Background: an optimization exercise with open tools, aiming at small area, a short achievable clock period and few clock cycles. Do not read the settings as production practice. In this exercise RTL edits were held to simulation tests only and were not proved equivalent to the original. No activity file was given, so power comes from the tool's default toggle rates.

$ cat flow/config.mk
export PLATFORM = sky130hd
export DESIGN_NAME = rle
export DESIGN_NICKNAME = rle
export VERILOG_FILES = /design/flow/design.v
export SDC_FILE = /design/flow/constraint.sdc
export NUM_CORES = 4
export LEC_CHECK = 0
export CAP_MARGIN = 20
export CORE_MARGIN = 2
export CORE_UTILIZATION = 40
export SLEW_MARGIN = 20
$ cat flow/constraint.sdc
create_clock -name core_clock -period 4.5 [get_ports {clk}]
set_input_delay 0.9000 -clock core_clock [delete_from_list [all_inputs] [get_ports {clk}]]
set_output_delay 0.9000 -clock core_clock [all_outputs]
set_load 0.01 [all_outputs]
$ cat flow/design.v
module rle (
    clk,        
    nreset,     
    start,
    message_addr,   
    message_size,   
    rle_addr,   
    rle_size,   
    done,       
    port_A_data_in,
    port_A_data_out,
    port_A_addr,
    port_A_we
    );
input   clk;
input   nreset;
input   start;
input   [31:0] message_addr;
input   [31:0] message_size;
input   [31:0] rle_addr;
input   [31:0] port_A_data_out;
output reg [31:0] port_A_data_in;
output  [15:0] port_A_addr;
output  port_A_we;
output reg [31:0] rle_size;
output  done;  
reg [31:0] size_count;     
reg [31:0] port_A_addr_read;
reg [31:0] port_A_addr_write;
wire       read_req;
reg        write_req;
reg [1:0]  proc_count;  
parameter IDLE = 2'b00,
          READ_DATA = 2'b01,
          PROCESS = 2'b10,
          DONE = 2'b11;
reg [1:0] state,next_state;
always@(posedge clk or negedge nreset)
begin
    if(nreset == 1'b0)
        state <= IDLE;
    else
        state <= next_state;
end
always@(*)
begin
    if(nreset == 1'b0)
        next_state = IDLE;
    else
    begin
        case(state)
        IDLE:
        begin
            if(start == 1'b1)
                next_state = READ_DATA;
            else
                next_state = IDLE;
        end
        READ_DATA:
        begin
            if(port_A_we == 1'b1)
                next_state = READ_DATA;
            else
                next_state = PROCESS;
        end
        PROCESS:
        begin
            if(size_count <= 32'd4 && (proc_count + 1 == size_count[2:0]))
                next_state = DONE;
            else if(proc_count == 2'd3)
                next_state = READ_DATA;
            else
                next_state = PROCESS;
        end
        DONE:
            next_state = IDLE;
        endcase
    end
end                                                                  
assign done = (state == IDLE);
always@(posedge clk or negedge nreset)
begin
    if(nreset == 1'b0)
        size_count <= 32'd0;
    else if(state == IDLE && start == 1)
        size_count <= message_size;
    else if(read_req)
        size_count <= size_count - 4;
end
always@(posedge clk or negedge nreset)
begin
    if(nreset == 1'b0)
        port_A_addr_read <= 32'd0;
    else if(state == IDLE && start == 1)
        port_A_addr_read <= message_addr;
    else if(read_req)
        port_A_addr_read <= port_A_addr_read + 4;
end
always@(posedge clk or negedge nreset)
begin
    if(nreset == 1'b0)
        port_A_addr_write <= 32'd0;
    else if(state == IDLE && start == 1'b1)
        port_A_addr_write <= rle_addr;
    else if(write_req)
        port_A_addr_write <= port_A_addr_write + 4;
end
assign read_req = (state == PROCESS && next_state == READ_DATA);
always@(posedge clk or negedge nreset)
begin
    if(nreset == 1'b0)
        proc_count <= 2'd0;
    else if(state == PROCESS)
        proc_count <= proc_count + 1'd1;
    else
        proc_count <= 2'd0;
end
reg first_data_flag;
always@(posedge clk or negedge nreset)
begin
    if(nreset == 1'b0)
        first_data_flag <= 1'd0;
    else if(state == PROCESS)
        first_data_flag <= 1'd1;
    else if(done)
        first_data_flag <= 1'd0;
end
reg [7:0] data_num;        
reg [7:0] data_value;      
reg [7:0] curr_data;       
reg       pos_cnt;         
wire       run_end = (data_value != curr_data) || (data_num == 8'd255);
always@(*)
begin
    case(proc_count)
    2'd0: curr_data = port_A_data_out[7:0];
    2'd1: curr_data = port_A_data_out[15:8];
    2'd2: curr_data = port_A_data_out[23:16];
    2'd3: curr_data = port_A_data_out[31:24];
    endcase
end
always@(posedge clk or negedge nreset)
begin
    if(nreset == 1'b0)
    begin
        data_num <= 8'd0;
        data_value <= 8'd0;
        pos_cnt <= 1'd0;
    end
    else if(start == 1'b1)
    begin
        data_num <= 8'd0;
        data_value <= 8'd0;
        pos_cnt <= 1'd0;
    end
    else if(state == PROCESS && first_data_flag == 1'b0)
    begin
        data_num <= 8'd1;
        data_value <= port_A_data_out[7:0];
    end
    else if(state == PROCESS)
    begin
        if(!run_end)
            data_num <= data_num + 1;
        else
        begin
            pos_cnt <= pos_cnt + 1;
            data_num <= 8'd1;
            data_value <= curr_data;
        end
    end
end
reg remain_data;
always@(posedge clk or negedge nreset)
begin
    if(nreset == 1'b0)
    begin
        port_A_data_in <= 32'd0;
        write_req <= 1'd0;
        rle_size <= 0;
        remain_data <= 0;
    end
    else if(start == 1'b1)
    begin
        port_A_data_in <= 32'd0;
        write_req <= 1'd0;
        rle_size <= 0;
        remain_data <= 0;
    end
    else if(state == PROCESS && first_data_flag == 1'b1)
    begin
        if(run_end)
        begin
            if(pos_cnt == 1'b0)
            begin
                port_A_data_in[15:0] <= {data_value,data_num};
                if(next_state == DONE)
                begin
                    port_A_data_in[31:16] <= {curr_data,8'b01};
                    write_req <= 1'b1;
                    rle_size <= rle_size + 4;
                end
                else
                    write_req <= 1'b0;
            end                
            else
            begin 
                port_A_data_in[31:16] <= {data_value,data_num};
                write_req <= 1'b1;
                rle_size <= rle_size + 4;
                remain_data <= (next_state == DONE) ? 1'b1 : 1'b0;
            end
        end
        else if(next_state == DONE)
        begin
            if(pos_cnt == 1'b0)
            begin
                port_A_data_in <= {16'b0,data_value,data_num + 8'd1};
                rle_size <= rle_size + 2;
            end
            else
            begin
                port_A_data_in[31:16] <= {data_value,data_num + 8'd1};
                rle_size <= rle_size + 4;
            end
            write_req <= 1'b1;
        end
        else
            write_req <= 1'b0;
    end
    else if(state == PROCESS && next_state == DONE)
    begin
        port_A_data_in <= {16'b0,port_A_data_out[7:0],8'd1};
        rle_size <= rle_size + 2;
        write_req <= 1'b1;
    end
    else if(state == DONE && remain_data)
    begin
        port_A_data_in <= {16'b0,data_value,data_num};
        rle_size <= rle_size + 2;
        write_req <= 1'b1;
        remain_data <= 1'b0;
    end
    else
        write_req <= 1'b0;
end
assign port_A_we = write_req ? 1'b1 : 1'b0;
assign port_A_addr = write_req ? port_A_addr_write : port_A_addr_read;
endmodule
$ cat flow/run.sh
#!/bin/bash
# synth_recipe.tcl (not shown) runs the flow's synth.tcl, then flattens the netlist and writes it again
# the make line also repeats each setting of config.mk as NAME=value (left out here)
make -C /OpenROAD-flow-scripts/flow DESIGN_CONFIG=/design/flow/config.mk WORK_HOME=/design/flow/orfs CLKGATE_MAP_FILE= SYNTH_SCRIPT=/design/flow/synth_recipe.tcl finish
==> results.sh <==
export IMPL_outcome="timing/DRC/antenna clean"
export IMPL_grt_pass1_wl_um=40000
export IMPL_syn_avg_cell_area_um2=8.93
export IMPL_start_util=0.410
export IMPL_synthCells=1008
export IMPL_viasPerCell=5.40
export IMPL_vias=7846
export IMPL_crit_path_frequent_cell="ha_1"
export IMPL_fmax_mhz=277
export IMPL_hp_class="reg -> reg"
export IMPL_tightest_slew_ns=0.991
export IMPL_fp_row_count=54
export IMPL_ir_drop_mv=0.260
export IMPL_n_antenna_cell=0
export IMPL_drcViolationCount=0
export IMPL_setup_viol=0
export IMPL_layout_common_cells="177 x clkdlybuf4s50_1, 151 x dfrtp_1, 140 x nand2_1"
export IMPL_cts_root_buf="clkbuf_16"
export IMPL_ys_types=67
export IMPL_grt_max_degree=111
export IMPL_ctsResizeCount=0
export IMPL_wl_met3_um=1170
export IMPL_antenna_left=0
export IMPL_hpwl_um=17500
export IMPL_final_common_cell="clkdlybuf4s50_1"
export IMPL_grt_pass1_vias=7490
export IMPL_synth_warnings=1
export IMPL_relSlewSlack=0.339
export IMPL_path_delay_family="adder cells"
export IMPL_powerDensity_mw_per_mm2=345
export IMPL_cp_data_required_time_ns=4.81
export IMPL_period_share=0.802
export IMPL_p_clk_frac=0.372
export IMPL_clk_pin_slew_ns=0.06
export IMPL_cts_buffer_depth=2
export IMPL_syn_num_nets=1151
export IMPL_die_h_um=154
export IMPL_clkLatencyLatePin_ns=0.44
export IMPL_overflow=0
export IMPL_route_met2_wl_um=11800
export IMPL_cts_max_level=4
export IMPL_swShare=0.293
export IMPL_synth_edff_count=0
export IMPL_hold_viol=0
export IMPL_end_kind="register"
export IMPL_antenna_found_initial=0
export IMPL_design_area_mm2=0.0116
export IMPL_synthArstFlopShare=1.00
export IMPL_timing_critical_path_buf_inv=2
export IMPL_wl_met1_um=11200
export IMPL_max_stage_delay_ns=0.51
export IMPL_fin_crit_ns=3.61
export IMPL_ys_ff_latch=151
export IMPL_syn_cell_area_mm2=0.00900
export IMPL_cts_num_sinks=151
export IMPL_initialDrtViolationCount=430
export IMPL_fill_cells=2087
export IMPL_drtPass1Iterations=5
export IMPL_rsz0062_at_grt="no"
export IMPL_finalClockSkew_ns=0.0165
export IMPL_dp_cells=1421
export IMPL_die_w_um=154
export IMPL_core_mm2=0.0220
export IMPL_crit_type="reg -> reg"
export IMPL_arrival_ns=3.92
export IMPL_synth_ff_type="dfrtp_1"
export IMPL_p_int_mw=2.84
export IMPL_worstPathCellList="ha_1, a222oi_1, mux2i_1, xnor2_1, and4_1, nand3_1, inv_1, buf_4, ha_1, nor2_1, a311oi_1, mux2_2"
export IMPL_wl_per_cell_um=16.9
export IMPL_globalplace_congestion=0.813
export IMPL_placed_cell_area_mm2=0.0110
export IMPL_wirelength_um=24500
export IMPL_cts_setup_buffers=0
export IMPL_cts_tree="done"
export IMPL_cp_max_fo=20
export IMPL_cap_violations=0
export IMPL_io_pins=213
export IMPL_nets=1304
export IMPL_drv_slew=0
export IMPL_p_leak_nw=4.63
export IMPL_die_area_mm2=0.0237
export IMPL_p_seq_frac=0.426
export IMPL_highest_layer="met4"
export IMPL_ctsHoldBuffers=0
export IMPL_setup_tns_final_ns=0
export IMPL_p_sw_mw=1.18
export IMPL_final_cells=1452
export IMPL_r2r_setup_slack_ns=0.89
export IMPL_synthToLayoutAreaGrowth_pct=29.1
export IMPL_drive_gt1_frac=0.0913
export IMPL_numCtsBuffers=17
export IMPL_startpoint_type="register"
export IMPL_yosysSeqAreaShare=0.420
export IMPL_p_comb_frac=0.201
export IMPL_grt_use_total=0.211
export IMPL_slowest_stage="a222oi_1"
export IMPL_numPortBuffers=179
==> power groups by stage <==
stage | combinational [mW] | clock, mW | sequential (mW)
2_1_floorplan | 0.477 | 0 | 1.69
3_3_place_gp | 0.806 | 0 | 1.73
3_5_place_dp | 0.816 | 0 | 1.73
4_1_cts | 0.820 | 1.53 | 1.71
5_1_grt | 0.905 | 1.59 | 1.74
6_report | 0.808 | 1.49 | 1.71
==> kinds of logic after synthesis <==
kind of cell	share of synthesized area
and+or+nand+nor	0.225
xor gates and xnor gates	0.0691
AOI/OAI and AO/OA	0.160
DFF	0.420
buffers and inverters	0.0395
muxes	0.0704
adders and majority gates	0.0167
other	0.000416
==> flip-flops by register name (all words and copies together), names as in the netlist, 2 cells and up <==
register and flops:
data_value 8, data_num 8, port_A_addr_write 16, port_A_data_in 32, proc_count 2, port_A_addr_read 16, rle_size 31, state 2
size_count 32
==> through the flow <==
stage          hold WS (ns)  utilization  setup WS, ns  power (mW)
6_report              0.476        0.530         0.892        4.01
5_1_grt               0.512        0.530         0.627        4.23
4_1_cts               0.482        0.529         0.735        4.06
3_5_place_dp          0.466        0.502         0.371        2.55
3_3_place_gp          0.456        0.502         0.389        2.54
2_1_floorplan         0.440            -          1.06        2.16
==> worst paths after layout <==
path	to	cells after the start	start
worst max register to register	port_A_data_in[0]	12	proc_count[0]
min in group asynchronous	rle_size[15]	2	nreset
worst min register to register	port_A_addr_read[0]	2	port_A_addr_read[0]
worst max-delay path	port_A_data_in[0]	12	proc_count[0]
max in group asynchronous	size_count[27]	3	nreset
worst min-delay path	port_A_addr_read[0]	2	port_A_addr_read[0]
==> layer usage <==
layer / up-vias / GRT usage
met2: 187 / 0.339
met5: - / 0
met1: 3718 / 0.290
li1: 3917 / -
met3: 24 / 0.0476
met4: 0 / 0.0494
==> synth_stat cells (3+ instances only) <==
master / instances / area, um^2
o31ai_1: 24 / 180
dfrtp_1: 151 / 3780
or4b_1: 3 / 30.0
and2_1: 9 / 56.3
clkbuf_1: 44 / 165
a221oi_1: 3 / 26.3
xnor2_1: 40 / 350
nor2b_1: 5 / 31.3
mux2i_1: 24 / 240
or3_1: 11 / 68.8
nor3_1: 16 / 80.1
buf_1: 3 / 11.3
a222oi_1: 8 / 80.1
and3_1: 18 / 113
and4_1: 3 / 26.3
mux2_2: 35 / 394
o21ai_0: 77 / 385
buf_2: 14 / 70.1
nand4_1: 18 / 113
nor2_1: 95 / 357
o211ai_1: 14 / 105
ha_1: 12 / 150
nand3_1: 33 / 165
a31oi_1: 9 / 56.3
a22o_1: 11 / 96.3
o41ai_1: 8 / 70.1
nand3b_1: 5 / 37.5
xor2_1: 31 / 272
or4_1: 21 / 158
nand2_1: 140 / 526
nor4_1: 10 / 62.6
inv_1: 22 / 82.6
nand2b_1: 3 / 18.8
o2111ai_1: 3 / 26.3
a21oi_1: 39 / 195
==> final cells by class <==
type | count | area [um^2] | area share
clock inverter | 11 | 146 | 0.0126
tap | 280 | 350 | 0.0301
sequential | 151 | 3780 | 0.325
clock buffer | 19 | 453 | 0.0389
timing repair buffer | 198 | 1930 | 0.166
multi-input combinational | 771 | 4880 | 0.420
inverter | 22 | 82.6 | 0.00710
==> tightest hold or removal path, delay by kind of cell, from the launching register on <==
kind             cells  cell delay [ns]
flip-flops           1             0.34
AND/OR/NAND/NOR      2             0.10
Testbench counts, summed over its fixed seeds: cycles 22,564.

-- re-timing with driven ports --
The flow's constraints put no driver on any port. The routed layout listed below was extracted and timed again, unchanged, in two steps.
Step 1 sets driving cells, clkbuf_16 on the clock port and buf_2 on the other inputs (assumed; they add their load-dependent delay and slew).
Step 2 moves the port delays by t, midway between the first and last clock arrival at a register: inputs arrive t later, outputs are due t later. That takes back most of the time a late clock gives input paths.
Slacks: ideal / step 1 / step 2; pairs: ideal / step 1.
t (ns): 0.472
setup WS [ns]: 0.892 / 0.892 / 0.491
worst hold slack (ns): 0.476 / 0.476 / 0.476
clock arrival spread, ns: 0.016 / 0.016
worst data-port slew with drivers (ns): 0.05
After both steps setup and hold are still met in this run. For this run, drivers alone change the setup slack by 0.000 ns; drivers and shift together by -0.401 ns.
